This is an optimization exercise on Yosys and OpenROAD, whose aim is a short achievable clock period and few clock cycles, not a production implementation.
RTL that was checked went through simulation tests only; none was proved equivalent to the original.
For runs 1 and 2, only the layout was checked, not whether the RTL still works.
Power figures rest on the tool's default switching activity, not on a simulated workload.

==> flow/design.v <==
module fe_pre
(
    input  wire [31:0] fi,           
    input  wire [8:0]  pc_lo,        
    output wire [8:0]  lo_j,
    output wire        cj,
    output wire [8:0]  lo_b,
    output wire        cb,
    output wire        pj,           
    output wire        pb            
);
ksa #(9, 0) u_j (.a(pc_lo), .b({fi[28:21], 1'b0}), .s(lo_j), .co(cj));
ksa #(9, 0) u_b (.a(pc_lo), .b({fi[28:25], fi[11:8], 1'b0}), .s(lo_b), .co(cb));
fe_dec u_dec (.fi(fi), .pj(pj), .pb(pb));
endmodule
module fe_dec
(
    input  wire [31:0] fi,
    output wire        pj,
    output wire        pb
);
assign pj = (fi[6:0] == 7'b1101111);
assign pb = (fi[6:0] == 7'b1100011) && fi[31];
endmodule
module fq_mux
(
    input  wire        pj, pb, cj, cb, sg,
    input  wire [8:0]  lo_j, lo_b,
    input  wire [31:0] seq,
    input  wire [31:9] hi, hip, him,
    output wire [31:0] fq
);
wire sq = !pj && !pb;
wire h0 = (pj && (cj == sg)) || (pb && cb);
wire hp = pj && cj && !sg;
wire hm = (pj && !cj && sg) || (pb && !cb);
assign fq[8:0]  = ({9{pj}} & lo_j) | ({9{pb}} & lo_b) | ({9{sq}} & seq[8:0]);
assign fq[31:9] = ({23{h0}} & hi) | ({23{hp}} & hip) | ({23{hm}} & him) | ({23{sq}} & seq[31:9]);
endmodule
module inc4
(
    input  wire [31:0] a,
    output wire [31:0] s
);
assign s = {a[31:2] + 30'd1, a[1:0]};
endmodule
module c_inv   (input wire a, output wire y);                 assign y = ~a;                    endmodule
module c_nand2 (input wire a, input wire b, output wire y);   assign y = ~(a & b);              endmodule
module c_nor2  (input wire a, input wire b, output wire y);   assign y = ~(a | b);              endmodule
module c_xor2  (input wire a, input wire b, output wire y);   assign y = a ^ b;                 endmodule
module c_xnor2 (input wire a, input wire b, output wire y);   assign y = ~(a ^ b);              endmodule
module c_nand2b(input wire a, input wire b, output wire y);   assign y = ~(a & ~b);             endmodule
module c_nor2b (input wire a, input wire b, output wire y);   assign y = ~(a | ~b);             endmodule
module c_aoi21 (input wire a1, input wire a2, input wire b1, output wire y); assign y = ~((a1 & a2) | b1); endmodule
module c_oai21 (input wire a1, input wire a2, input wire b1, output wire y); assign y = ~((a1 | a2) & b1); endmodule
module ksa #(parameter W = 32, parameter SUB = 0)
(
    input  wire [W-1:0] a,
    input  wire [W-1:0] b,
    output wire [W-1:0] s,
    output wire         co
);
localparam L = $clog2(W);
wire [W-1:0] g [0:L];
wire [W-1:0] t [0:L];
wire [W-1:0] p;                  
genvar l, i;
generate
    for (i = 0; i < W; i = i + 1) begin : l0
        if (SUB) begin : sb
            c_xnor2 ux (.a(a[i]), .b(b[i]), .y(p[i]));
            if (i == 0) begin : ci
                c_nor2b ug (.a(a[i]), .b(b[i]), .y(g[0][i]));
            end
            else begin : nci
                c_nand2b ug (.a(a[i]), .b(b[i]), .y(g[0][i]));
            end
            c_nor2b ut (.a(a[i]), .b(b[i]), .y(t[0][i]));
        end
        else begin : ad
            c_xor2  ux (.a(a[i]), .b(b[i]), .y(p[i]));
            c_nand2 ug (.a(a[i]), .b(b[i]), .y(g[0][i]));
            c_nor2  ut (.a(a[i]), .b(b[i]), .y(t[0][i]));
        end
    end
    for (l = 1; l <= L; l = l + 1) begin : lv
        localparam D = 1 << (l - 1);
        for (i = 0; i < W; i = i + 1) begin : bt
            if (i >= D) begin : m
                if (l % 2 == 1) begin : odd
                    c_oai21 ug (.a1(t[l-1][i]), .a2(g[l-1][i-D]), .b1(g[l-1][i]), .y(g[l][i]));
                    c_nor2  ut (.a(t[l-1][i]), .b(t[l-1][i-D]), .y(t[l][i]));
                end
                else begin : even
                    c_aoi21 ug (.a1(t[l-1][i]), .a2(g[l-1][i-D]), .b1(g[l-1][i]), .y(g[l][i]));
                    c_nand2 ut (.a(t[l-1][i]), .b(t[l-1][i-D]), .y(t[l][i]));
                end
            end
            else begin : pass
                c_inv ug (.a(g[l-1][i]), .y(g[l][i]));
                assign t[l][i] = 1'b0;
            end
        end
    end
    if (L % 2 == 1) begin : sp
        for (i = 1; i < W; i = i + 1) begin : s_
            c_xor2 us (.a(p[i]), .b(g[L][i-1]), .y(s[i]));
        end
        assign co = g[L][W-1];
    end
    else begin : sn
        for (i = 1; i < W; i = i + 1) begin : s_
            c_xnor2 us (.a(p[i]), .b(g[L][i-1]), .y(s[i]));
        end
        c_inv uco (.a(g[L][W-1]), .y(co));
    end
    if (SUB) begin : s0s
        c_inv us0 (.a(p[0]), .y(s[0]));
    end
    else begin : s0a
        assign s[0] = p[0];
    end
endgenerate
endmodule
module c_aoi22 (input wire a1, input wire a2, input wire b1, input wire b2, output wire y);
    assign y = ~((a1 & a2) | (b1 & b2));
endmodule
module c_nand4 (input wire a, input wire b, input wire c, input wire d, output wire y);
    assign y = ~(a & b & c & d);
endmodule
module c_nand3 (input wire a, input wire b, input wire c, output wire y);
    assign y = ~(a & b & c);
endmodule
module aomux #(parameter N = 33)
(
    input  wire [N-1:0]    sel,
    input  wire [32*N-1:0] d,
    output wire [31:0]     y
);
localparam N1 = (N + 1) / 2;         
localparam N2 = (N1 + 3) / 4;        
localparam N3 = (N2 + 1) / 2;        
genvar j, k;
generate
    for (j = 0; j < 32; j = j + 1) begin : bit_
        wire [4*N2-1:0] l1;
        wire [2*N3-1:0] l2;
        wire [2:0]      l3;
        for (k = 0; k < 4 * N2; k = k + 1) begin : a1
            if (2 * k + 1 < N) begin : two
                c_aoi22 u (.a1(sel[2*k]), .a2(d[32*(2*k)+j]), .b1(sel[2*k+1]), .b2(d[32*(2*k+1)+j]), .y(l1[k]));
            end
            else if (2 * k < N) begin : one
                c_nand2 u (.a(sel[2*k]), .b(d[32*(2*k)+j]), .y(l1[k]));
            end
            else begin : none
                assign l1[k] = 1'b1;
            end
        end
        for (k = 0; k < 2 * N3; k = k + 1) begin : a2
            if (k < N2) begin : g
                c_nand4 u (.a(l1[4*k]), .b(l1[4*k+1]), .c(l1[4*k+2]), .d(l1[4*k+3]), .y(l2[k]));
            end
            else begin : none
                assign l2[k] = 1'b0;
            end
        end
        for (k = 0; k < 3; k = k + 1) begin : a3
            if (k < N3) begin : g
                c_nor2 u (.a(l2[2*k]), .b(l2[2*k+1]), .y(l3[k]));
            end
            else begin : none
                assign l3[k] = 1'b1;
            end
        end
        c_nand3 u4 (.a(l3[0]), .b(l3[1]), .c(l3[2]), .y(y[j]));
    end
endgenerate
endmodule
module rs_sel
(
    input  wire [4:0]  rs,
    input  wire [4:0]  n_rd,         
    input  wire        n_wr,
    input  wire        n_early,      
    input  wire [4:0]  w_rd,         
    input  wire        w_wr,
    input  wire [31:1] ok,           
    output wire [31:1] sel_rf,
    output wire        sel_wb,
    output wire        sel_ee,
    output wire        fa            
);
wire [31:1] n_oh = {31{n_wr}} & (31'd1 << (n_rd - 5'd1));
wire [31:1] w_oh = {31{w_wr}} & (31'd1 << (w_rd - 5'd1));
wire [31:1] m    = ok & ~n_oh & ~w_oh;
wire [3:0]  q0 = 4'd1 << rs[1:0];
wire [7:0]  q1 = 8'd1 << rs[4:2];
genvar k;
generate
    for (k = 1; k < 32; k = k + 1) begin : dk
        assign sel_rf[k] = q0[k % 4] & q1[k / 4] & m[k];
    end
endgenerate
wire hn = n_wr && (n_rd == rs);
wire hw = w_wr && (w_rd == rs);
assign sel_wb = hw && !hn;
assign sel_ee = hn && n_early;
assign fa     = hn && !n_early;
endmodule
module add32
(
    input  wire [31:0] a,
    input  wire [31:0] b,
    output wire [31:0] s
);
ksa #(32, 0) u_k (.a(a), .b(b), .s(s), .co());
endmodule
module addc
(
    input  wire [31:0] a,
    input  wire [31:0] b,
    output wire [31:0] s
);
assign s = a + b;
endmodule
module incdec23
(
    input  wire [22:0] a,
    output wire [22:0] p,
    output wire [22:0] m
);
assign p = a + 23'd1;
assign m = a - 23'd1;
endmodule
module rf_rd
(
    input  wire [31:1]   sel,
    input  wire          sel_wb,
    input  wire          sel_ee,
    input  wire [991:0]  rf,         
    input  wire [31:0]   wbd,
    input  wire [31:0]   eev,
    output wire [31:0]   v
);
aomux #(33) u_m (.sel({sel_ee, sel_wb, sel}), .d({eev, wbd, rf}), .y(v));
endmodule
module shf
(
    input  wire [31:0] a,
    input  wire [4:0]  shn,          
    output wire [31:0] sll,
    output wire [31:0] srl,
    output wire [31:0] sra
);
wire [4:0] sh = ~shn;
assign sll = a << sh;
assign srl = a >> sh;
assign sra = $signed(a) >>> sh;
endmodule
module cmp
(
    input  wire [31:0] a,
    input  wire [31:0] b,
    output wire        lt,
    output wire        ltu,
    output wire        eq
);
wire [31:0] du, ds;
wire        geu, ges;
ksa #(32, 1) u_u (.a(a), .b(b), .s(du), .co(geu));
ksa #(32, 1) u_s (.a({~a[31], a[30:0]}), .b({~b[31], b[30:0]}), .s(ds), .co(ges));
c_inv u_iu (.a(geu), .y(ltu));
c_inv u_is (.a(ges), .y(lt));
eqc u_eq (.a(a), .b(b), .eq(eq));
endmodule
module eqc
(
    input  wire [31:0] a,
    input  wire [31:0] b,
    output wire        eq
);
assign eq = (a == b);
endmodule
module rmux
(
    input  wire [31:0] a,
    input  wire [31:0] b,
    input  wire [31:0] r_add, r_sub, r_sll, r_srl, r_sra,
    input  wire        lt, ltu,
    input  wire        s_add, s_sub, s_sll, s_slt, s_sltu, s_xor, s_srl, s_sra, s_or, s_and, s_pass,
    input  wire [31:0] ld_v,         
    output wire [31:0] r
);
assign r = ld_v |
           ({32{s_add}} & r_add) |
           ({32{s_sub}} & r_sub) |
           ({32{s_sll}} & r_sll) |
           ({32{s_srl}} & r_srl) |
           ({32{s_sra}} & r_sra) |
           ({32{s_xor}} & (a ^ b)) |
           ({32{s_or}}  & (a | b)) |
           ({32{s_and}} & (a & b)) |
           ({32{s_pass}} & a) |
           {31'd0, (s_slt && lt) || (s_sltu && ltu)};
endmodule
module alu
(
    input  wire [31:0] a,
    input  wire [31:0] b,
    input  wire [4:0]  shn,
    input  wire [31:0] ld_v,
    input  wire        lt, ltu,
    input  wire        s_add, s_sub, s_sll, s_slt, s_sltu, s_xor, s_srl, s_sra, s_or, s_and, s_pass,
    output wire [31:0] r
);
wire [31:0] r_add, r_sub, r_sll, r_srl, r_sra;
ksa #(32, 0) u_add (.a(a), .b(b), .s(r_add), .co());
ksa #(32, 1) u_sub (.a(a), .b(b), .s(r_sub), .co());
shf u_shf (.a(a), .shn(shn), .sll(r_sll), .srl(r_srl), .sra(r_sra));
rmux u_rmux (.a(a), .b(b), .r_add(r_add), .r_sub(r_sub), .r_sll(r_sll), .r_srl(r_srl), .r_sra(r_sra),
             .lt(lt), .ltu(ltu), .s_add(s_add), .s_sub(s_sub), .s_sll(s_sll), .s_slt(s_slt),
             .s_sltu(s_sltu), .s_xor(s_xor), .s_srl(s_srl), .s_sra(s_sra), .s_or(s_or),
             .s_and(s_and), .s_pass(s_pass), .ld_v(ld_v), .r(r));
endmodule
module exfin
(
    input  wire [31:0] r,
    input  wire        fa,
    input  wire        fbw,          
    input  wire        fbh,          
    input  wire        fbb,          
    input  wire [31:0] d_a,
    input  wire [31:0] d_b,
    output wire [31:0] a_nx,
    output wire [31:0] b_nx
);
assign a_nx = fa ? r : d_a;
assign b_nx = ({32{fbw}} & r) | ({32{fbh}} & {2{r[15:0]}}) | ({32{fbb}} & {4{r[7:0]}}) |
              ({32{!(fbw || fbh || fbb)}} & d_b);
endmodule
module brc
(
    input  wire        eq, lt, ltu,
    input  wire        m_eq1, m_eq0, m_lt1, m_lt0, m_ltu1, m_ltu0,
    output wire        mis
);
assign mis = (m_eq1 && eq) || (m_eq0 && !eq) ||
             (m_lt1 && lt) || (m_lt0 && !lt) ||
             (m_ltu1 && ltu) || (m_ltu0 && !ltu);
endmodule
module ldal
(
    input  wire [31:0] d,
    input  wire [3:0]  s_b,
    input  wire [1:0]  s_h,
    input  wire        s_w,
    input  wire        s_sx,
    output wire [31:0] v
);
wire [7:0]  bb = ({8{s_b[0]}} & d[7:0])   | ({8{s_b[1]}} & d[15:8]) |
                 ({8{s_b[2]}} & d[23:16]) | ({8{s_b[3]}} & d[31:24]);
wire [15:0] hh = ({16{s_h[0]}} & d[15:0]) | ({16{s_h[1]}} & d[31:16]);
wire        bs = s_sx && bb[7];
wire        hs = s_sx && hh[15];
assign v = ({32{s_w}} & d) | {{24{bs}}, bb} | {{16{hs}}, hh};
endmodule
module ulsoc_core
(
    input  wire         clk,
    input  wire         rst_n,
    output wire [31:0]  imem_addr,
    input  wire [31:0]  imem_rdata,
    output wire [31:0]  dmem_addr,
    input  wire [31:0]  dmem_rdata,
    output wire         dmem_we,
    output wire [3:0]   dmem_wstrb,
    output wire [31:0]  dmem_wdata,
    output wire         wb_valid,
    output wire [4:0]   wb_rd,
    output wire [31:0]  wb_data
);
reg          s_exr, s_dr, s_fq;
reg  [31:0]  exr_pc;
reg  [31:0]  dr_pc;
reg  [31:0]  fq;
reg          d_v;
reg  [31:0]  d_inst;
reg  [31:0]  d_pc;
reg          d_pred;
reg  [31:1]  d_rf1, d_rf2;       
reg          d_wb1, d_wb2;       
reg          d_ee1, d_ee2;       
reg          d_fa1, d_fa2;       
reg          d_lui, d_auipc, d_jal, d_jalr, d_br, d_load, d_store, d_opimm, d_opr;
reg          d_wr, d_early;
reg  [31:0]  d_aimm;             
reg          ex_v;
reg          ex_wr;              
reg  [4:0]   ex_rd;
reg  [31:0]  ex_a;
reg  [31:0]  ex_b;
reg  [31:0]  ex_addr;
reg          ex_st;
reg  [3:0]   ex_wstrb;
reg  [4:0]   ex_shn;             
reg  [31:0]  ex_alt;             
reg          m_eq1, m_eq0, m_lt1, m_lt0, m_ltu1, m_ltu0;
reg          s_add, s_sub, s_sll, s_slt, s_sltu, s_xor, s_srl, s_sra, s_or, s_and, s_pass;
reg  [3:0]   s_lb;               
reg  [1:0]   s_lh;               
reg          s_lw;
reg          s_lsx;              
reg          wb_v;
reg  [4:0]   wb_rd_q;
reg  [31:0]  wb_d;
reg  [31:0]  rf [1:31];
reg  [31:1]  rf_ok;
wire [31:0] fpc = ({32{s_exr}} & exr_pc) | ({32{s_dr}} & dr_pc) | ({32{s_fq}} & fq);
assign imem_addr = fpc;
wire [31:0] fi = imem_rdata;
wire [8:0]  f_lo_j, f_lo_b;
wire        f_cj, f_cb, f_pj, f_pb;
fe_pre u_fe_pre (.fi(fi), .pc_lo(fpc[8:0]), .lo_j(f_lo_j), .cj(f_cj), .lo_b(f_lo_b), .cb(f_cb),
                 .pj(f_pj), .pb(f_pb));
wire        f_immsg = fi[31];
wire [31:0] f_seq, f_fq;
wire [22:0] f_hip, f_him;
inc4     u_seq (.a(fpc), .s(f_seq));
incdec23 u_hid (.a(fpc[31:9]), .p(f_hip), .m(f_him));
fq_mux   u_fq  (.pj(f_pj), .pb(f_pb), .cj(f_cj), .cb(f_cb), .sg(f_immsg), .lo_j(f_lo_j), .lo_b(f_lo_b),
                .seq(f_seq), .hi(fpc[31:9]), .hip(f_hip), .him(f_him), .fq(f_fq));
wire [6:0] f_opc   = fi[6:0];
wire       f_lui   = (f_opc == 7'b0110111);
wire       f_auipc = (f_opc == 7'b0010111);
wire       f_jal   = (f_opc == 7'b1101111);
wire       f_jalr  = (f_opc == 7'b1100111);
wire       f_br    = (f_opc == 7'b1100011);
wire       f_load  = (f_opc == 7'b0000011);
wire       f_store = (f_opc == 7'b0100011);
wire       f_opimm = (f_opc == 7'b0010011);
wire       f_opr   = (f_opc == 7'b0110011);
wire [4:0]  d_rd  = d_inst[11:7];
wire [2:0]  d_f3  = d_inst[14:12];
wire        d_op  = d_opimm || d_opr;
wire [31:0] d_immi = {{20{d_inst[31]}}, d_inst[31:20]};
wire [31:0] d_immb = {{20{d_inst[31]}}, d_inst[7], d_inst[30:25], d_inst[11:8], 1'b0};
wire [31:0] d_immj = {{12{d_inst[31]}}, d_inst[19:12], d_inst[20], d_inst[30:21], 1'b0};
wire [31:0] d_immu = {d_inst[31:12], 12'b0};
wire [991:0] rf_bus;
genvar gi;
generate
    for (gi = 1; gi < 32; gi = gi + 1) begin : rfb
        assign rf_bus[32*(gi-1) +: 32] = rf[gi];
    end
endgenerate
wire [31:0] d_v1, d_v2;
rf_rd u_rd1 (.sel(d_rf1), .sel_wb(d_wb1), .sel_ee(d_ee1), .rf(rf_bus), .wbd(wb_d), .eev(ex_a), .v(d_v1));
rf_rd u_rd2 (.sel(d_rf2), .sel_wb(d_wb2), .sel_ee(d_ee2), .rf(rf_bus), .wbd(wb_d), .eev(ex_a), .v(d_v2));
wire d_stall = d_v && (d_load || d_store || d_jalr) && d_fa1;
wire d_jnear = (d_inst[19:12] == {8{d_inst[31]}}) && (d_inst[20] == d_inst[31]) &&
               (d_inst[30:29] == {2{d_inst[31]}});
wire d_bnear = (d_inst[7] == d_inst[31]) && (d_inst[30:29] == {2{d_inst[31]}});
wire d_far   = d_pred && (d_jal ? !d_jnear : !d_bnear);
wire d_redir = d_v && (d_stall || d_jalr || d_far);
wire [31:0] d_sum;
add32 u_dsum (.a(d_v1), .b(d_aimm), .s(d_sum));
wire [31:0] d_pc4, d_auipv, d_tb, d_tj;
addc u_pc4 (.a(d_pc), .b(32'd4),  .s(d_pc4));
addc u_aui (.a(d_pc), .b(d_immu), .s(d_auipv));
addc u_tb  (.a(d_pc), .b(d_immb), .s(d_tb));
addc u_tj  (.a(d_pc), .b(d_immj), .s(d_tj));
reg  [3:0]  d_wstrb;
always @(*) begin
    case (d_f3[1:0])
        2'd0:    d_wstrb = 4'b0001 << d_sum[1:0];
        2'd1:    d_wstrb = d_sum[1] ? 4'b1100 : 4'b0011;
        default: d_wstrb = 4'b1111;
    endcase
end
wire [31:0] d_aval = d_lui ? d_immu : d_auipc ? d_auipv : (d_jal || d_jalr) ? d_pc4 : d_v1;
wire [31:0] d_bval = d_opimm ? d_immi :
                     !d_store ? d_v2 :
                     (d_f3[1:0] == 2'd0) ? {4{d_v2[7:0]}} :
                     (d_f3[1:0] == 2'd1) ? {2{d_v2[15:0]}} : d_v2;
wire        c_lt, c_ltu, c_eq, ex_mis_c;
wire [31:0] ld_v, ex_res, ex_a_nx, ex_b_nx;
cmp  u_cmp (.a(ex_a), .b(ex_b), .lt(c_lt), .ltu(c_ltu), .eq(c_eq));
ldal u_ldal (.d(dmem_rdata), .s_b(s_lb), .s_h(s_lh), .s_w(s_lw), .s_sx(s_lsx), .v(ld_v));
alu  u_alu (.a(ex_a), .b(ex_b), .shn(ex_shn), .ld_v(ld_v), .lt(c_lt), .ltu(c_ltu),
            .s_add(s_add), .s_sub(s_sub), .s_sll(s_sll), .s_slt(s_slt), .s_sltu(s_sltu),
            .s_xor(s_xor), .s_srl(s_srl), .s_sra(s_sra), .s_or(s_or), .s_and(s_and),
            .s_pass(s_pass), .r(ex_res));
brc  u_brc (.eq(c_eq), .lt(c_lt), .ltu(c_ltu), .m_eq1(m_eq1), .m_eq0(m_eq0), .m_lt1(m_lt1),
            .m_lt0(m_lt0), .m_ltu1(m_ltu1), .m_ltu0(m_ltu0), .mis(ex_mis_c));
wire d_fbx = d_fa2 && d_store;
exfin u_exfin (.r(ex_res), .fa(d_fa1 && (d_op || d_br)),
               .fbw(d_fa2 && (d_opr || d_br || (d_store && d_f3[1:0] == 2'd2))),
               .fbh(d_fbx && d_f3[1:0] == 2'd1), .fbb(d_fbx && d_f3[1:0] == 2'd0),
               .d_a(d_aval), .d_b(d_bval), .a_nx(ex_a_nx), .b_nx(ex_b_nx));
wire        ex_mis = ex_v && ex_mis_c;
assign dmem_addr  = ex_addr;
assign dmem_we    = ex_v && ex_st;
assign dmem_wstrb = ex_wstrb;
assign dmem_wdata = ex_b;
assign wb_valid = wb_v;
assign wb_rd    = wb_rd_q;
assign wb_data  = wb_d;
wire [31:1] rf_ok_nx = rf_ok | ({31{wb_v}} & (31'd1 << (wb_rd_q - 5'd1)));
wire [31:1] f_rf1, f_rf2;
wire        f_wb1, f_wb2, f_ee1, f_ee2, f_fa1, f_fa2;
rs_sel u_rs1 (.rs(fi[19:15]), .n_rd(d_rd), .n_wr(d_v && d_wr), .n_early(d_early),
              .w_rd(ex_rd), .w_wr(ex_v && ex_wr), .ok(rf_ok_nx),
              .sel_rf(f_rf1), .sel_wb(f_wb1), .sel_ee(f_ee1), .fa(f_fa1));
rs_sel u_rs2 (.rs(fi[24:20]), .n_rd(d_rd), .n_wr(d_v && d_wr), .n_early(d_early),
              .w_rd(ex_rd), .w_wr(ex_v && ex_wr), .ok(rf_ok_nx),
              .sel_rf(f_rf2), .sel_wb(f_wb2), .sel_ee(f_ee2), .fa(f_fa2));
wire f_go = !ex_mis && !d_redir;     
always @(posedge clk or negedge rst_n) begin
    if (!rst_n) begin
        s_exr <= 1'b0;
        s_dr  <= 1'b0;
        s_fq  <= 1'b0;
        d_v   <= 1'b0;
        ex_v  <= 1'b0;
        wb_v  <= 1'b0;
        rf_ok <= 31'd0;
    end
    else begin
        s_exr <= ex_mis;
        s_dr  <= !ex_mis && d_redir;
        s_fq  <= f_go;
        d_v   <= f_go;
        ex_v  <= d_v && !d_stall && !ex_mis;
        wb_v  <= ex_v && ex_wr;
        rf_ok <= rf_ok_nx;
    end
end
wire d_go = d_v && !d_stall;         
wire [31:0] d_tgt = d_stall ? d_pc : d_jalr ? {d_sum[31:1], 1'b0} : d_jal ? d_tj : d_tb;
always @(posedge clk) begin
    exr_pc <= ex_alt;
    dr_pc  <= d_tgt;
    fq     <= f_fq;
    d_inst  <= fi;
    d_pc    <= fpc;
    d_pred  <= f_pj || f_pb;
    d_rf1   <= f_rf1;
    d_rf2   <= f_rf2;
    d_wb1   <= f_wb1;
    d_wb2   <= f_wb2;
    d_ee1   <= f_ee1;
    d_ee2   <= f_ee2;
    d_fa1   <= f_fa1;
    d_fa2   <= f_fa2;
    d_lui   <= f_lui;
    d_auipc <= f_auipc;
    d_jal   <= f_jal;
    d_jalr  <= f_jalr;
    d_br    <= f_br;
    d_load  <= f_load;
    d_store <= f_store;
    d_opimm <= f_opimm;
    d_opr   <= f_opr;
    d_wr    <= (fi[11:7] != 5'd0) && !f_br && !f_store;
    d_early <= f_lui || f_auipc || f_jal || f_jalr;
    d_aimm  <= {{20{fi[31]}}, fi[31:25], f_store ? fi[11:7] : fi[24:20]};
    ex_wr    <= d_wr;
    ex_rd    <= d_rd;
    ex_a     <= ex_a_nx;
    ex_b     <= ex_b_nx;
    ex_addr  <= d_sum;
    ex_st    <= d_store;
    ex_wstrb <= d_wstrb;
    ex_shn   <= ~ex_b_nx[4:0];
    ex_alt   <= d_pred ? d_pc4 : d_tb;
    m_eq1  <= d_go && d_br && (d_f3[2:1] == 2'd0) && !(d_pred ^ d_f3[0]);
    m_eq0  <= d_go && d_br && (d_f3[2:1] == 2'd0) &&  (d_pred ^ d_f3[0]);
    m_lt1  <= d_go && d_br && (d_f3[2:1] == 2'd2) && !(d_pred ^ d_f3[0]);
    m_lt0  <= d_go && d_br && (d_f3[2:1] == 2'd2) &&  (d_pred ^ d_f3[0]);
    m_ltu1 <= d_go && d_br && (d_f3[2:1] == 2'd3) && !(d_pred ^ d_f3[0]);
    m_ltu0 <= d_go && d_br && (d_f3[2:1] == 2'd3) &&  (d_pred ^ d_f3[0]);
    s_add  <= d_op && d_f3 == 3'd0 && !(d_opr && d_inst[30]);
    s_sub  <= d_opr && d_f3 == 3'd0 && d_inst[30];
    s_sll  <= d_op && d_f3 == 3'd1;
    s_slt  <= d_op && d_f3 == 3'd2;
    s_sltu <= d_op && d_f3 == 3'd3;
    s_xor  <= d_op && d_f3 == 3'd4;
    s_srl  <= d_op && d_f3 == 3'd5 && !d_inst[30];
    s_sra  <= d_op && d_f3 == 3'd5 && d_inst[30];
    s_or   <= d_op && d_f3 == 3'd6;
    s_and  <= d_op && d_f3 == 3'd7;
    s_pass <= d_early;
    s_lb   <= {4{d_load && d_f3[1:0] == 2'd0}} & (4'b0001 << d_sum[1:0]);
    s_lh   <= {2{d_load && d_f3[1:0] == 2'd1}} & (d_sum[1] ? 2'b10 : 2'b01);
    s_lw   <= d_load && d_f3[1:0] == 2'd2;
    s_lsx  <= !d_f3[2];
    wb_rd_q <= ex_rd;
    wb_d    <= ex_res;
    if (wb_v)
        rf[wb_rd_q] <= wb_d;
end
endmodule
==> flow/flow/run.sh <==
#!/bin/bash
# Own layout flow: the standard synthesis unchanged, then the standard ORFS
# steps (floorplan to finish) with three repair settings changed:
#  - timing and design repair may resize a cell to any size of its function,
#    not only to sizes with the same footprint (MATCH_CELL_FOOTPRINT=0);
#  - the port buffers are sky130_fd_sc_hd__buf_4;
set -euo pipefail
bash standard.sh synth > synth.log 2>&1
bash standard.sh MATCH_CELL_FOOTPRINT=0 \
    "BUFFER_PORTS_ARGS=-buffer_cell sky130_fd_sc_hd__buf_4" \
    SETUP_SLACK_MARGIN=6 finish > layout.log 2>&1
test -s out/final.def
==> flow/standard.sh <==
#!/bin/bash
# synth_recipe.tcl (not shown) runs the flow's synth.tcl, then flattens the netlist and writes it again
# the make line also repeats each setting of config.mk as NAME=value (left out here)
make -C /OpenROAD-flow-scripts/flow DESIGN_CONFIG=/design/flow/config.mk WORK_HOME=/design/flow/orfs CLKGATE_MAP_FILE= SYNTH_SCRIPT=/design/flow/synth_recipe.tcl "${@:-finish}"
==> flow/config.mk <==
export PLATFORM = sky130hd
export DESIGN_NAME = ulsoc_core
export DESIGN_NICKNAME = ulsoc_core
export VERILOG_FILES = /design/flow/design.v
export SDC_FILE = /design/flow/constraint.sdc
export NUM_CORES = 8
export LEC_CHECK = 0
export CAP_MARGIN = 30
export CORE_MARGIN = 2
export CORE_UTILIZATION = 50
export SLEW_MARGIN = 30
export SYNTH_HIERARCHICAL = 1
==> flow/constraint.sdc <==
create_clock -name core_clock -period 9.0 [get_ports {clk}]
set_input_delay 1.8000 -clock core_clock [delete_from_list [all_inputs] [get_ports {clk}]]
set_output_delay 1.8000 -clock core_clock [all_outputs]
set_load 0.01 [all_outputs]
==> summary.md, run 1 <==
| Metric | Value |
|---|---|
| Tcrit/Tclk final | 0.4449 |
| Register area | 0.04028 mm² |
| Max rail drop VDD | 0.1875 mV |
| I/O Pins | 205 |
| Initial Utilization | 0.5029 |
| Startpoint types | register |
| Max cap viols | 0 |
| Vias/cell | 6.974 |
| Die H | 432.9 µm |
| Cells after Synth | 8372 |
| Num rows | 157 |
| Worst-Margin Slew | 1034 ps |
| Layout Skew | 80.66 ps |
| GRT overflow | 0 |
| TritonCTS clock tree | yes |
| CTS Hold Buffers Added | 0 |
| Reg2Reg Capture Point | ex_b[25]$_DFF_P_ |
| Final WL | 450200 µm |
| DIE AREA | 0.1874 mm² |
| R2R setup slack | 5510 ps |
| First-pass GRT wire length | 610700 µm |
| Max clock buf depth | 3 |
| Hold Path Depth | 0 |
| Antenna-violating nets left | 0 |
| RSZ-0062 raised after global routing | yes |
| Crit path cell chain | buf_12, a222oi_1, inv_2, buf_4 |
| CTS H-tree depth | 4 |
| Sw frac | 0.3792 |
| Clk pwr share | 0.277 |
| CP max FO | 32 |
| Slowest stage delay, CP | 450 ps |
| Syn Area/Cell | 10.98 µm² |
| Initial antenna violation count | 49 |
| GRT Overall Usage | 0.4630 |
| Vias in the first global route | 79.59k |
| Final GP Congestion | 1.067 |
| Pint | 15510 µW |
| WP data required | 7200 ps |
| CTS root buf | clkbuf_16 |
| Area Overhead vs Synth | 29.19% |
| DRC Markers | 0 |
| 1st-iter DRT viols | 13.68k |
| Drt first pass iters | 15 |
| Switching power total | 9472 µW |
| Die width | 432.9 µm |
| Share of layout cells above drive strength 1 | 0.4230 |
| Leak pwr | 0.04259 µW |
| Nets | 9970 |
| WHS Endpoint | exr_pc[26]$_DFF_P_ |
| Dpl hpwl | 263500 µm |
| Number of fill cells in the layout | 14.22k |
| Yosys warning total | 10 |
| I/O Buffers | 204 |
| Slew headroom | 0.3067 |
| Crit path time final | 4004 ps |
| CP max stage cell | a222oi_1 |
| Worst-skew pair later-pin latency | 870 ps |
| RR Startpoint | ex_shn[0]$_DFF_P_ |
| Flop pwr share | 0.333 |
| WS Path Type | reg -> out |
| Hold_sp | ex_alt[26]$_DFF_P_ |
| Cell area after synthesis | 0.09197 mm² |
| Final Setup Violations | 0 |
| Final TNS setup | 0 ps |
| Critical Path AT | 2200 ps |
| Critical Path End Type | output pin |
| Final hold vios | 0 |
| Clk sink count | 1472 |
| Outcome | complete, no violations |
| Largest net degree at the start of global routing | 70 |
| R2r worst-path depth | 14 |
| Logic pwr share | 0.390 |
| Hold Path Class | reg -> reg |
| Area of the multi-input gates | 0.05577 mm² |
| Final slew viol count | 0 |
| Inserted Clock Buffers | 161 |
| Pwr Total | 24980 µW |
| Clock slew at reported path FFs | 60 ps |
| Power Density | 210.2 mW/mm² |
| Vias | 85.97k |
| Wire per inst | 36.53 µm |
| Max frequency | 249.7 MHz |
| Core area | 0.1829 mm² |
## how the worst max path moves through the flow
stage               slack [ps]  cells after the start               from               end
floorplan                 5690                     12     imem_rdata[22]    fq[12]$_DFF_P_
CTS                       5030                      4    s_exr$_DFF_PN0_     imem_addr[31]
detailed placement        4240                     11  ex_shn[0]$_DFF_P_  ex_b[13]$_DFF_P_
global placement          4290                     11  ex_shn[0]$_DFF_P_   ex_b[9]$_DFF_P_
finish                    5000                      4    s_exr$_DFF_PN0_     imem_addr[10]
global route              4940                      4    s_exr$_DFF_PN0_     imem_addr[10]
## cells in the final DEF (no fill, tap or decap), drive strengths merged, types with 150 or more instances in the layout
cell	instances
ha	195
edfxtp	992
conb	308
dfxtp	444
nand3	150
mux2	191
clkbuf	279
nand4	402
nand2	609
o21ai	442
xnor2	158
a21oi	470
nor2	759
a22oi	1108
mux2i	161
buf	1088
xor2	280
inv	325
## per-layer routing
metal,global-route usage,routed length (µm),share of wire
met5,0.02004,692,0.0015
met2,0.6398,179400,0.40
met3,0.1737,62930,0.14
met1,0.5968,168600,0.37
met4,0.3115,38640,0.086
## power by group through the flow
| stage | logic, µW | clock network [µW] | registers [µW] |
|---|---|---|---|
| global route | 10100 | 7210 | 8330 |
| finish | 9730 | 6920 | 8330 |
| CTS | 8830 | 6950 | 8280 |
| detailed placement | 7400 | 0 | 8420 |
| global placement | 7350 | 0 | 8420 |
| floorplan | 5060 | 0 | 8220 |
## registers in the layout, summed over array words and instances (netlist names), 31 cells and up
register	flops
rf	992
d_rf1	31
fq	32
d_rf2	31
wb_d	32
d_pc	32
ex_b	32
rf_ok	31
ex_a	32
dr_pc	32
ex_addr	32
ex_alt	32
exr_pc	32
## critical path: cells and delay by family (launching register included)
family	cells	cell delay [ps]
compound gates	1	450
buf+inv	3	480
flops	1	410
## area by class of cell
| cell class | count | area share |
|---|---|---|
| repair inverters | 1 | 0.00006319 |
| clock buffers | 212 | 0.03789 |
| flip-flops and latches | 1472 | 0.3391 |
| repair buffers | 1155 | 0.1083 |
| diodes | 26 | 0.0005476 |
| well taps | 2464 | 0.02595 |
| inverters | 322 | 0.01036 |
| multi-input cells | 6592 | 0.4694 |
| clock inverters | 82 | 0.008341 |
## stage by stage
| stage | cells | utilization | setup WS (ps) | cell area (µm²) | hold WS, ps |
|---|---|---|---|---|---|
| 3_3_place_gp | 11270 | 0.5372 | 4292 | 98250 | 310.3 |
| 5_1_grt | 12310 | 0.6494 | 4939 | 118800 | 329.3 |
| 6_report | 12330 | 0.6496 | 4996 | 118800 | 320.5 |
| 2_1_floorplan | 8673 | - | 5686 | 93330 | 309.6 |
| 3_5_place_dp | 11270 | 0.5375 | 4236 | 98300 | 314.3 |
| 4_1_cts | 12180 | 0.6312 | 5031 | 115400 | 319.9 |
## repair_timing
action | in CTS | in global routing
gates resized for setup | 1523 | 555
setup buffers | 539 | 121
pin swaps | 305 | 260
gates cloned | 69 | 4
endpoints found under the setup margin | 356 | 304
==> inputs of run 2 (changes only) <==
--- a/flow/design.v
+++ b/flow/design.v
@@ -31,10 +31,21 @@
     output wire [31:0] fq
 );
-wire sq = !pj && !pb;
-wire h0 = (pj && (cj == sg)) || (pb && cb);
-wire hp = pj && cj && !sg;
-wire hm = (pj && !cj && sg) || (pb && !cb);
-assign fq[8:0]  = ({9{pj}} & lo_j) | ({9{pb}} & lo_b) | ({9{sq}} & seq[8:0]);
-assign fq[31:9] = ({23{h0}} & hi) | ({23{hp}} & hip) | ({23{hm}} & him) | ({23{sq}} & seq[31:9]);
+wire sq, h0, hp, hm;
+fq_sel u_sel (.pj(pj), .pb(pb), .cj(cj), .cb(cb), .sg(sg), .sq(sq), .h0(h0), .hp(hp), .hm(hm));
+wire [31:0] lo, hh;
+ao3x32 u_lo (.s0(pj), .s1(pb), .s2(sq), .d0({23'd0, lo_j}), .d1({23'd0, lo_b}), .d2(seq), .y(lo));
+ao4x32 u_hi (.s0(h0), .s1(hp), .s2(hm), .s3(sq), .d0({hi, 9'd0}), .d1({hip, 9'd0}), .d2({him, 9'd0}),
+             .d3(seq), .y(hh));
+assign fq = {hh[31:9], lo[8:0]};
+endmodule
+module fq_sel
+(
+    input  wire pj, pb, cj, cb, sg,
+    output wire sq, h0, hp, hm
+);
+assign sq = !pj && !pb;
+assign h0 = (pj && (cj == sg)) || (pb && cb);
+assign hp = pj && cj && !sg;
+assign hm = (pj && !cj && sg) || (pb && !cb);
 endmodule
 module inc4
@@ -45,4 +56,13 @@
 assign s = {a[31:2] + 30'd1, a[1:0]};
 endmodule
+module fo_mux
+(
+    input  wire        s,
+    input  wire [31:0] a,            
+    input  wire [31:0] b,
+    output wire [31:0] y
+);
+assign y = s ? a : b;
+endmodule
 module c_inv   (input wire a, output wire y);                 assign y = ~a;                    endmodule
 module c_nand2 (input wire a, input wire b, output wire y);   assign y = ~(a & b);              endmodule
@@ -178,4 +198,36 @@
 endgenerate
 endmodule
+module ao3x32
+(
+    input  wire        s0, s1, s2,
+    input  wire [31:0] d0, d1, d2,
+    output wire [31:0] y
+);
+genvar j;
+generate
+    for (j = 0; j < 32; j = j + 1) begin : b
+        wire x01, x2;
+        c_aoi22 u0 (.a1(s0), .a2(d0[j]), .b1(s1), .b2(d1[j]), .y(x01));
+        c_nand2 u1 (.a(s2), .b(d2[j]), .y(x2));
+        c_nand2 u2 (.a(x01), .b(x2), .y(y[j]));
+    end
+endgenerate
+endmodule
+module ao4x32
+(
+    input  wire        s0, s1, s2, s3,
+    input  wire [31:0] d0, d1, d2, d3,
+    output wire [31:0] y
+);
+genvar j;
+generate
+    for (j = 0; j < 32; j = j + 1) begin : b
+        wire x01, x23;
+        c_aoi22 u0 (.a1(s0), .a2(d0[j]), .b1(s1), .b2(d1[j]), .y(x01));
+        c_aoi22 u1 (.a1(s2), .a2(d2[j]), .b1(s3), .b2(d3[j]), .y(x23));
+        c_nand2 u2 (.a(x01), .b(x23), .y(y[j]));
+    end
+endgenerate
+endmodule
 module rs_sel
 (
@@ -283,61 +335,4 @@
 assign eq = (a == b);
 endmodule
-module rmux
-(
-    input  wire [31:0] a,
-    input  wire [31:0] b,
-    input  wire [31:0] r_add, r_sub, r_sll, r_srl, r_sra,
-    input  wire        lt, ltu,
-    input  wire        s_add, s_sub, s_sll, s_slt, s_sltu, s_xor, s_srl, s_sra, s_or, s_and, s_pass,
-    input  wire [31:0] ld_v,         
-    output wire [31:0] r
-);
-assign r = ld_v |
-           ({32{s_add}} & r_add) |
-           ({32{s_sub}} & r_sub) |
-           ({32{s_sll}} & r_sll) |
-           ({32{s_srl}} & r_srl) |
-           ({32{s_sra}} & r_sra) |
-           ({32{s_xor}} & (a ^ b)) |
-           ({32{s_or}}  & (a | b)) |
-           ({32{s_and}} & (a & b)) |
-           ({32{s_pass}} & a) |
-           {31'd0, (s_slt && lt) || (s_sltu && ltu)};
-endmodule
-module alu
-(
-    input  wire [31:0] a,
-    input  wire [31:0] b,
-    input  wire [4:0]  shn,
-    input  wire [31:0] ld_v,
-    input  wire        lt, ltu,
-    input  wire        s_add, s_sub, s_sll, s_slt, s_sltu, s_xor, s_srl, s_sra, s_or, s_and, s_pass,
-    output wire [31:0] r
-);
-wire [31:0] r_add, r_sub, r_sll, r_srl, r_sra;
-ksa #(32, 0) u_add (.a(a), .b(b), .s(r_add), .co());
-ksa #(32, 1) u_sub (.a(a), .b(b), .s(r_sub), .co());
-shf u_shf (.a(a), .shn(shn), .sll(r_sll), .srl(r_srl), .sra(r_sra));
-rmux u_rmux (.a(a), .b(b), .r_add(r_add), .r_sub(r_sub), .r_sll(r_sll), .r_srl(r_srl), .r_sra(r_sra),
-             .lt(lt), .ltu(ltu), .s_add(s_add), .s_sub(s_sub), .s_sll(s_sll), .s_slt(s_slt),
-             .s_sltu(s_sltu), .s_xor(s_xor), .s_srl(s_srl), .s_sra(s_sra), .s_or(s_or),
-             .s_and(s_and), .s_pass(s_pass), .ld_v(ld_v), .r(r));
-endmodule
-module exfin
-(
-    input  wire [31:0] r,
-    input  wire        fa,
-    input  wire        fbw,          
-    input  wire        fbh,          
-    input  wire        fbb,          
-    input  wire [31:0] d_a,
-    input  wire [31:0] d_b,
-    output wire [31:0] a_nx,
-    output wire [31:0] b_nx
-);
-assign a_nx = fa ? r : d_a;
-assign b_nx = ({32{fbw}} & r) | ({32{fbh}} & {2{r[15:0]}}) | ({32{fbb}} & {4{r[7:0]}}) |
-              ({32{!(fbw || fbh || fbb)}} & d_b);
-endmodule
 module brc
 (
@@ -366,4 +361,55 @@
 assign v = ({32{s_w}} & d) | {{24{bs}}, bb} | {{16{hs}}, hh};
 endmodule
+module alu_ops
+(
+    input  wire [31:0] a,
+    input  wire [31:0] b,
+    input  wire [4:0]  shn,
+    output wire [31:0] r_add, r_sub, r_sll, r_srl, r_sra, r_xor, r_or, r_and
+);
+ksa #(32, 0) u_add (.a(a), .b(b), .s(r_add), .co());
+ksa #(32, 1) u_sub (.a(a), .b(b), .s(r_sub), .co());
+shf u_shf (.a(a), .shn(shn), .sll(r_sll), .srl(r_srl), .sra(r_sra));
+lgc u_lgc (.a(a), .b(b), .x(r_xor), .o(r_or), .n(r_and));
+endmodule
+module lgc
+(
+    input  wire [31:0] a,
+    input  wire [31:0] b,
+    output wire [31:0] x, o, n
+);
+assign x = a ^ b;
+assign o = a | b;
+assign n = a & b;
+endmodule
+module exsel
+(
+    input  wire [32*11-1:0] ops,     
+    input  wire [10:0]      s,       
+    input  wire [31:0]      ld_v,    
+    input  wire             fa,
+    input  wire             fbw,     
+    input  wire             fbh,     
+    input  wire             fbb,     
+    input  wire [31:0]      d_a,
+    input  wire [31:0]      d_b,
+    output wire [31:0]      r,
+    output wire [31:0]      a_nx,
+    output wire [31:0]      b_nx
+);
+wire [32*11-1:0] ops_h, ops_b;
+genvar k;
+generate
+    for (k = 0; k < 11; k = k + 1) begin : rp
+        assign ops_h[32*k +: 32] = {2{ops[32*k +: 16]}};
+        assign ops_b[32*k +: 32] = {4{ops[32*k +: 8]}};
+    end
+endgenerate
+wire nfb = !(fbw || fbh || fbb);
+aomux #(12) u_r (.sel({1'b1, s}), .d({ld_v, ops}), .y(r));
+aomux #(13) u_a (.sel({!fa, fa, {11{fa}} & s}), .d({d_a, ld_v, ops}), .y(a_nx));
+aomux #(37) u_b (.sel({nfb, fbb, fbh, fbw, {11{fbb}} & s, {11{fbh}} & s, {11{fbw}} & s}),
+                 .d({d_b, {4{ld_v[7:0]}}, {2{ld_v[15:0]}}, ld_v, ops_b, ops_h, ops}), .y(b_nx));
+endmodule
 module ulsoc_core
 (
@@ -381,11 +427,9 @@
     output wire [31:0]  wb_data
 );
-reg          s_exr, s_dr, s_fq;
-reg  [31:0]  exr_pc;
-reg  [31:0]  dr_pc;
-reg  [31:0]  fq;
+reg  [31:0]  fpc;                
 reg          d_v;
 reg  [31:0]  d_inst;
 reg  [31:0]  d_pc;
+reg  [31:0]  d_pc4;
 reg          d_pred;
 reg  [31:1]  d_rf1, d_rf2;       
@@ -406,4 +450,5 @@
 reg  [4:0]   ex_shn;             
 reg  [31:0]  ex_alt;             
+reg          ex_jalr;            
 reg          m_eq1, m_eq0, m_lt1, m_lt0, m_ltu1, m_ltu0;
 reg          s_add, s_sub, s_sll, s_slt, s_sltu, s_xor, s_srl, s_sra, s_or, s_and, s_pass;
@@ -417,5 +462,4 @@
 reg  [31:0]  rf [1:31];
 reg  [31:1]  rf_ok;
-wire [31:0] fpc = ({32{s_exr}} & exr_pc) | ({32{s_dr}} & dr_pc) | ({32{s_fq}} & fq);
 assign imem_addr = fpc;
 wire [31:0] fi = imem_rdata;
@@ -463,12 +507,13 @@
 wire d_bnear = (d_inst[7] == d_inst[31]) && (d_inst[30:29] == {2{d_inst[31]}});
 wire d_far   = d_pred && (d_jal ? !d_jnear : !d_bnear);
-wire d_redir = d_v && (d_stall || d_jalr || d_far);
+wire d_redir = d_v && (d_stall || d_far);
 wire [31:0] d_sum;
 add32 u_dsum (.a(d_v1), .b(d_aimm), .s(d_sum));
-wire [31:0] d_pc4, d_auipv, d_tb, d_tj;
-addc u_pc4 (.a(d_pc), .b(32'd4),  .s(d_pc4));
-addc u_aui (.a(d_pc), .b(d_immu), .s(d_auipv));
-addc u_tb  (.a(d_pc), .b(d_immb), .s(d_tb));
-addc u_tj  (.a(d_pc), .b(d_immj), .s(d_tj));
+wire [31:0] d_auipv, d_tb, d_tj;
+wire [19:0] d_auih;
+ksa #(20, 0) u_aui (.a(d_pc[31:12]), .b(d_inst[31:12]), .s(d_auih), .co());
+assign d_auipv = {d_auih, d_pc[11:0]};
+ksa #(32, 0) u_tb  (.a(d_pc), .b(d_immb), .s(d_tb), .co());
+ksa #(32, 0) u_tj  (.a(d_pc), .b(d_immj), .s(d_tj), .co());
 reg  [3:0]  d_wstrb;
 always @(*) begin
@@ -488,15 +533,17 @@
 cmp  u_cmp (.a(ex_a), .b(ex_b), .lt(c_lt), .ltu(c_ltu), .eq(c_eq));
 ldal u_ldal (.d(dmem_rdata), .s_b(s_lb), .s_h(s_lh), .s_w(s_lw), .s_sx(s_lsx), .v(ld_v));
-alu  u_alu (.a(ex_a), .b(ex_b), .shn(ex_shn), .ld_v(ld_v), .lt(c_lt), .ltu(c_ltu),
-            .s_add(s_add), .s_sub(s_sub), .s_sll(s_sll), .s_slt(s_slt), .s_sltu(s_sltu),
-            .s_xor(s_xor), .s_srl(s_srl), .s_sra(s_sra), .s_or(s_or), .s_and(s_and),
-            .s_pass(s_pass), .r(ex_res));
 brc  u_brc (.eq(c_eq), .lt(c_lt), .ltu(c_ltu), .m_eq1(m_eq1), .m_eq0(m_eq0), .m_lt1(m_lt1),
             .m_lt0(m_lt0), .m_ltu1(m_ltu1), .m_ltu0(m_ltu0), .mis(ex_mis_c));
+wire [31:0] r_add, r_sub, r_sll, r_srl, r_sra, r_xor, r_or, r_and;
+alu_ops u_ops (.a(ex_a), .b(ex_b), .shn(ex_shn), .r_add(r_add), .r_sub(r_sub), .r_sll(r_sll),
+               .r_srl(r_srl), .r_sra(r_sra), .r_xor(r_xor), .r_or(r_or), .r_and(r_and));
 wire d_fbx = d_fa2 && d_store;
-exfin u_exfin (.r(ex_res), .fa(d_fa1 && (d_op || d_br)),
+exsel u_exsel (.ops({{31'd0, c_ltu}, {31'd0, c_lt}, ex_a, r_and, r_or, r_xor, r_sra, r_srl, r_sll,
+                     r_sub, r_add}),
+               .s({s_sltu, s_slt, s_pass, s_and, s_or, s_xor, s_sra, s_srl, s_sll, s_sub, s_add}),
+               .ld_v(ld_v), .fa(d_fa1 && (d_op || d_br)),
                .fbw(d_fa2 && (d_opr || d_br || (d_store && d_f3[1:0] == 2'd2))),
                .fbh(d_fbx && d_f3[1:0] == 2'd1), .fbb(d_fbx && d_f3[1:0] == 2'd0),
-               .d_a(d_aval), .d_b(d_bval), .a_nx(ex_a_nx), .b_nx(ex_b_nx));
+               .d_a(d_aval), .d_b(d_bval), .r(ex_res), .a_nx(ex_a_nx), .b_nx(ex_b_nx));
 wire        ex_mis = ex_v && ex_mis_c;
 assign dmem_addr  = ex_addr;
@@ -516,10 +563,12 @@
               .w_rd(ex_rd), .w_wr(ex_v && ex_wr), .ok(rf_ok_nx),
               .sel_rf(f_rf2), .sel_wb(f_wb2), .sel_ee(f_ee2), .fa(f_fa2));
-wire f_go = !ex_mis && !d_redir;     
+wire ex_redir = ex_v && (ex_mis_c || ex_jalr);   
+wire f_go = !ex_redir && !d_redir;   
+wire [31:0] fpc_o, fpc_n;
+fo_mux  u_fo (.s(d_redir), .a(d_tgt), .b(f_fq), .y(fpc_o));
+fo_mux  u_fn (.s(ex_redir), .a(ex_tgt), .b(fpc_o), .y(fpc_n));
 always @(posedge clk or negedge rst_n) begin
     if (!rst_n) begin
-        s_exr <= 1'b0;
-        s_dr  <= 1'b0;
-        s_fq  <= 1'b0;
+        fpc   <= 32'd0;
         d_v   <= 1'b0;
         ex_v  <= 1'b0;
@@ -528,9 +577,7 @@
     end
     else begin
-        s_exr <= ex_mis;
-        s_dr  <= !ex_mis && d_redir;
-        s_fq  <= f_go;
+        fpc   <= fpc_n;
         d_v   <= f_go;
-        ex_v  <= d_v && !d_stall && !ex_mis;
+        ex_v  <= d_v && !d_stall && !ex_redir;
         wb_v  <= ex_v && ex_wr;
         rf_ok <= rf_ok_nx;
@@ -538,11 +585,10 @@
 end
 wire d_go = d_v && !d_stall;         
-wire [31:0] d_tgt = d_stall ? d_pc : d_jalr ? {d_sum[31:1], 1'b0} : d_jal ? d_tj : d_tb;
+wire [31:0] d_tgt = d_stall ? d_pc : d_jal ? d_tj : d_tb;
+wire [31:0] ex_tgt = ex_jalr ? {ex_addr[31:1], 1'b0} : ex_alt;
 always @(posedge clk) begin
-    exr_pc <= ex_alt;
-    dr_pc  <= d_tgt;
-    fq     <= f_fq;
     d_inst  <= fi;
     d_pc    <= fpc;
+    d_pc4   <= f_seq;
     d_pred  <= f_pj || f_pb;
     d_rf1   <= f_rf1;
@@ -575,4 +621,5 @@
     ex_shn   <= ~ex_b_nx[4:0];
     ex_alt   <= d_pred ? d_pc4 : d_tb;
+    ex_jalr  <= d_jalr;
     m_eq1  <= d_go && d_br && (d_f3[2:1] == 2'd0) && !(d_pred ^ d_f3[0]);
     m_eq0  <= d_go && d_br && (d_f3[2:1] == 2'd0) &&  (d_pred ^ d_f3[0]);
==> summary.md, run 2 <==
| Metric | Value |
|---|---|
| Grt met2 use | 0.7137 (was 0.6398) |
| Placement Cell Area | 0.1117 mm² (was 0.09830 mm²) |
| Area Overhead vs Synth | 30.44% (was 29.19%) |
| DRC Markers | 0 (unchanged) |
| 1st-iter DRT viols | 17.35k (was 13.68k) |
| Pwr Total | 21870 µW (was 24980 µW) |
| Die H | 454.9 µm (was 432.9 µm) |
| Final GP Congestion | 1.050 (was 1.067) |
| Yosys warning total | 11 (was 10) |
| GRT Overall Usage | 0.5138 (was 0.4630) |
| Initial antenna violation count | 51 (was 49) |
| Final TNS setup | 0 ps (unchanged) |
| Core area | 0.2021 mm² (was 0.1829 mm²) |
| Initial Utilization | 0.5030 (was 0.5029) |
| Critical Path AT | 1810 ps (was 2200 ps) |
| Max reg flops | 992 (unchanged) |
| Startpoint types | register (unchanged) |
| Drt first pass iters | 9 (was 15) |
| Clock slew at reported path FFs | 60 ps (about the same) |
| Wire per inst | 39.66 µm (was 36.53 µm) |
| Vias in the first global route | 92.48k (was 79.59k) |
| Die width | 454.9 µm (was 432.9 µm) |
| Syn Area/Cell | 10.80 µm² (was 10.98 µm²) |
| Layout Skew | 54.90 ps (was 80.66 ps) |
| Final Cell Area | 0.1326 mm² (was 0.1188 mm²) |
| CTS H-tree depth | 4 (unchanged) |
| Final Setup Violations | 0 (unchanged) |
| Worst-skew pair later-pin latency | 880 ps (was 870 ps) |
| GRT busiest layer | met2 (unchanged) |
| Critical Path End Type | output pin (unchanged) |
| GRT overflow | 0 (unchanged) |
| Final slew viol count | 0 (unchanged) |
| CP max FO | 2 (was 32) |
| Vias | 102.1k (was 85.97k) |
| Vias/cell | 7.138 (was 6.974) |
| First-pass GRT wire length | 743000 µm (was 610700 µm) |
| Nets | 11.61k (was 9970) |
| Dpl hpwl | 336700 µm (was 263500 µm) |
| Tcrit/Tclk final | 0.4008 (was 0.4449) |
| Outcome | complete, no violations (unchanged) |
| Most frequent cells in the layout | a22oi_2, edfxtp_1, conb_1 (was a22oi_2, edfxtp_1, buf_4) |
| CTS Hold Buffers Added | 0 (unchanged) |
| Clk sink count | 1439 (was 1472) |
| Power Density | 164.9 mW/mm² (was 210.2 mW/mm²) |
| Inserted Clock Buffers | 161 (unchanged) |
| Cell area after synthesis | 0.1017 mm² (was 0.09197 mm²) |
| Most common cell after layout, fill and taps aside | a22oi_2 (unchanged) |
| CTS root buf | clkbuf_16 (unchanged) |
| M3 GR Usage | 0.2590 (was 0.1737) |
| Final hold vios | 0 (unchanged) |
| Worst-Margin Slew | 1187 ps (was 1034 ps) |
| Crit path time final | 3607 ps (was 4004 ps) |
| Max clock buf depth | 3 (unchanged) |
| I/O Buffers | 204 (unchanged) |
| Antenna-violating nets left | 0 (unchanged) |
| Share of layout cells above drive strength 1 | 0.4647 (was 0.4230) |
| Cells after Synth | 9412 (was 8372) |
| WP data required | 7200 ps (about the same) |
| Max frequency | 277.2 MHz (was 249.7 MHz) |
| Slew headroom | 0.2086 (was 0.3067) |
| Leak pwr | 0.04681 µW (was 0.04259 µW) |
| Largest net degree at the start of global routing | 67 (was 70) |
| Max rail drop VDD | 0.2047 mV (was 0.1875 mV) |
| RSZ-0062 raised after global routing | yes (unchanged) |
| Final WL | 567500 µm (was 450200 µm) |
| Max cap viols | 0 (unchanged) |
| Hold Path Class | reg -> reg (unchanged) |
| Num rows | 165 (was 157) |
| DIE AREA | 0.2069 mm² (was 0.1874 mm²) |
| I/O Pins | 205 (unchanged) |
| Met1 Usage GRT | 0.6171 (was 0.5968) |
| WS Path Type | reg -> out (unchanged) |
| Biggest register | rf (unchanged) |
| TritonCTS clock tree | yes (unchanged) |
==> run 2: final timing paths <==
path / startpoint / endpoint / slack (ps) / cells after the start
max: wb_d[11]$_DFF_P_ / wb_data[11] / 5390 / 2
min: d_early$_DFF_P_ / s_pass$_DFF_P_ / 390 / 0
max reg2reg: d_rf1[13]$_DFF_P_ / ex_a[13]$_DFF_P_ / 5560 / 13
min reg2reg: d_early$_DFF_P_ / s_pass$_DFF_P_ / 390 / 0
max in group asynchronous: rst_n / fpc[2]$_DFF_PN0_ / 6910 / 2
min in group asynchronous: rst_n / fpc[29]$_DFF_PN0_ / 790 / 1
==> run 2: repair_timing <==
| item | 4_1_cts | 5_1_grt |
|---|---|---|
| cloned | 70 | 24 |
| gates resized for setup | 1371 | 795 |
| setup buffers | 326 | 279 |
| endpoints found under the setup margin | 330 | 303 |
| pin swaps | 112 | 408 |
==> run 2: cell type report <==
| cell class | instances | area (µm²) |
|---|---|---|
| multi-input combinational | 8317 | 68680 |
| clock buffer | 200 | 4260 |
| sequential | 1439 | 39820 |
| fill | 15660 | 69510 |
| clock inverter | 96 | 1169 |
| timing repair buffer | 1202 | 13900 |
| inverter | 347 | 1330 |
| tap | 2672 | 3343 |
| antenna | 36 | 90.09 |
==> run 2: layer usage <==
| layer | part of all wire | up-vias |
|---|---|---|
| met2 | 0.39 | 9236 |
| met1 | 0.34 | 49910 |
| met5 | 0.0020 | - |
| met4 | 0.093 | 54 |
| li1 | - | 40270 |
| met3 | 0.17 | 2678 |
==> run 2: stage by stage <==
| stage | util | hold WS [ps] | worst slack, ps | instances |
|---|---|---|---|---|
| after global routing | 0.6557 | 406.4 | 5405 | 14280 |
| after global placement | 0.5517 | 373.6 | 4178 | 13270 |
| after floorplan | - | 323.6 | 5310 | 10290 |
| final | 0.6561 | 392.2 | 5393 | 14310 |
| after detailed placement | 0.5526 | 378.3 | 4169 | 13280 |
| after CTS | 0.6253 | 394.3 | 5569 | 13970 |
==> run 2: power by group <==
part           switching [µW]  internal (µW)  total (µW)
logic                    4280           2380        6660
registers                 768           7500        8260
clock network            3090           3850        6940
==> run 2: worst max-delay path: stages, from the launching register on <==
cell     delay, ps
dfxtp_4        590
buf_12         210
buf_6          120
==> inputs of run 3 (changes only) <==
--- a/flow/design.v
+++ b/flow/design.v
@@ -81,5 +81,5 @@
     output wire         co
 );
-localparam L = $clog2(W);
+localparam L = (W <= 2) ? 1 : (W <= 4) ? 2 : (W <= 8) ? 3 : (W <= 16) ? 4 : (W <= 32) ? 5 : 6;
 wire [W-1:0] g [0:L];
 wire [W-1:0] t [0:L];
==> summary.md, run 3 <==
| Metric | Value |
|---|---|
| WHS | 392.2 ps (unchanged) |
| Inserted Clock Buffers | 161 (unchanged) |
| Yosys warning total | 11 (unchanged) |
| TritonCTS clock tree | yes (unchanged) |
| CTS H-tree depth | 4 (unchanged) |
| I/O Pins | 205 (unchanged) |
| Layout Skew | 54.90 ps (unchanged) |
| Initial antenna violation count | 51 (unchanged) |
| Clk sink count | 1439 (unchanged) |
| Most common cell after layout, fill and taps aside | a22oi_2 (unchanged) |
| Biggest register | rf (unchanged) |
| Slew headroom | 0.2086 (unchanged) |
| Vias/cell | 7.138 (unchanged) |
| Die H | 454.9 µm (unchanged) |
| Dpl ws | 4169 ps (unchanged) |
| GRT overflow | 0 (unchanged) |
| Initial Utilization | 0.5030 (unchanged) |
| Nets | 11.61k (unchanged) |
| Wire per inst | 39.66 µm (unchanged) |
| WS Path Type | reg -> out (unchanged) |
| First-pass GRT wire length | 743000 µm (unchanged) |
| Max clock buf depth | 3 (unchanged) |
| Leak pwr | 0.04681 µW (unchanged) |
| CTS root buf | clkbuf_16 (unchanged) |
| Final TNS setup | 0 ps (unchanged) |
| DRC Markers | 0 (unchanged) |
| Num rows | 165 (unchanged) |
| Dpl hpwl | 336700 µm (unchanged) |
| WP data required | 7200 ps (about the same) |
| Most frequent cells in the layout | a22oi_2, edfxtp_1, conb_1 (unchanged) |
| Die width | 454.9 µm (unchanged) |
| Tcrit/Tclk final | 0.4008 (unchanged) |
| Syn Area/Cell | 10.80 µm² (unchanged) |
| Placement Cell Area | 0.1117 mm² (unchanged) |
| Core area | 0.2021 mm² (unchanged) |
| 1st-iter DRT viols | 17.35k (unchanged) |
| Critical Path AT | 1810 ps (about the same) |
| Max frequency | 277.2 MHz (unchanged) |
| Area of the multi-input gates | 0.06868 mm² (unchanged) |
| Crit path time final | 3607 ps (unchanged) |
| Pwr Total | 21870 µW (unchanged) |
| Max reg flops | 992 (unchanged) |
| Antenna-violating nets left | 0 (unchanged) |
| Cell area after synthesis | 0.1017 mm² (unchanged) |
| Largest net degree at the start of global routing | 67 (unchanged) |
| Worst-Margin Slew | 1187 ps (unchanged) |
| Number of fill cells in the layout | 15.66k (unchanged) |
| Final slew viol count | 0 (unchanged) |
| I/O Buffers | 204 (unchanged) |
| Fin worst setup slack | 5393 ps (unchanged) |
| Startpoint types | register (unchanged) |
| RSZ-0062 raised after global routing | yes (unchanged) |
| CTS Hold Buffers Added | 0 (unchanged) |
| Final Cell Area | 0.1326 mm² (unchanged) |
| Vias in the first global route | 92.48k (unchanged) |
| GRT Overall Usage | 0.5138 (unchanged) |
| CP max FO | 2 (unchanged) |
| Worst-skew pair later-pin latency | 880 ps (about the same) |
| DIE AREA | 0.2069 mm² (unchanged) |
| Hold Path Class | reg -> reg (unchanged) |
| Area Overhead vs Synth | 30.44% (unchanged) |
| Final hold vios | 0 (unchanged) |
| Max rail drop VDD | 0.2047 mV (unchanged) |
| Drt first pass iters | 9 (unchanged) |
| Share of layout cells above drive strength 1 | 0.4647 (unchanged) |
| Final GP Congestion | 1.050 (unchanged) |
| Clock slew at reported path FFs | 60 ps (about the same) |
| Final Setup Violations | 0 (unchanged) |
| Final WL | 567500 µm (unchanged) |
| Power Density | 164.9 mW/mm² (unchanged) |
| Register area | 0.03982 mm² (unchanged) |
| Cells after Synth | 9412 (unchanged) |
| Critical Path End Type | output pin (unchanged) |
| Vias | 102.1k (unchanged) |
| Max cap viols | 0 (unchanged) |
| Outcome | complete, no violations (unchanged) |
-- run 3: worst max-delay path, stage by stage, from the launching register on --
cell and delay (ps):
dfxtp_4 590, buf_12 210, buf_6 120
-- run 3: final timing paths --
kind | startpoint | endpoint | slack [ps] | depth (start not counted)
setup / recovery | wb_d[11]$_DFF_P_ | wb_data[11] | 5390 | 2
hold / removal | d_early$_DFF_P_ | s_pass$_DFF_P_ | 390 | 0
setup reg to reg | d_rf1[13]$_DFF_P_ | ex_a[13]$_DFF_P_ | 5560 | 13
hold reg to reg | d_early$_DFF_P_ | s_pass$_DFF_P_ | 390 | 0
max in group asynchronous | rst_n | fpc[2]$_DFF_PN0_ | 6910 | 2
min in group asynchronous | rst_n | fpc[29]$_DFF_PN0_ | 790 | 1
-- run 3: area by class of cell --
| type | count | share of cell area |
|---|---|---|
| multi-input combinational | 8317 | 0.5180 |
| sequential | 1439 | 0.3003 |
| timing repair buffer | 1202 | 0.1048 |
| clock buffer | 200 | 0.03213 |
| tap | 2672 | 0.02521 |
| inverter | 347 | 0.01003 |
| clock inverter | 96 | 0.008813 |
| antenna | 36 | 0.0006794 |
-- run 3: metal layers --
layer / track usage / vias to the layer above / share of wire
met2: 0.7137 / 9236 / 0.39
li1: - / 40270 / -
met4: 0.3468 / 54 / 0.093
met1: 0.6171 / 49910 / 0.34
met5: 0.01011 / - / 0.0020
met3: 0.2590 / 2678 / 0.17
-- run 3: where the power goes --
part,switching [µW],internal (µW)
Combinational,4280,2380
Sequential,768,7500
Clock,3090,3850
-- run 3: repair_timing --
action	4_1_cts	5_1_grt
endpoints found under the setup margin	330	303
gates cloned	70	24
gates resized for setup	1371	795
buffers inserted	326	279
pin swaps	112	408
-- run 3: metrics by stage --
step           std cells    util
6_report           14310  0.6561
5_1_grt            14280  0.6557
4_1_cts            13970  0.6253
3_5_place_dp       13280  0.5526
3_3_place_gp       13270  0.5517
2_1_floorplan      10290       -
Testbench counts of run 3, summed over its fixed seeds: cycles 75,378.

## static timing again, ports no longer ideal
In the flow no input, the clock included, has a driving cell. The finished layouts below were timed again as built, in two steps.
Step 1 (the two cells are an assumption about what drives the block):
set clk [get_ports {clk}]
set_driving_cell -lib_cell sky130_fd_sc_hd__clkbuf_16 $clk
set_driving_cell -lib_cell sky130_fd_sc_hd__buf_2 [delete_from_list [all_inputs] $clk]
Step 2 also shifts input and output timing later by t, the mid clock arrival at the registers, as if the neighbouring blocks saw the same clock.
Slacks: no drivers / after step 1 / after step 2; pairs: no drivers / after step 1.
run	t, ns	setup slack, ns	cell pins on the clock port's net
run 1	0.930	4.996 / 4.898 / 4.896	1
run 2	0.953	5.393 / 5.294 / 4.803	1
run 3	0.953	5.393 / 5.294 / 4.803	1
After both steps setup and hold are still met in every run listed.
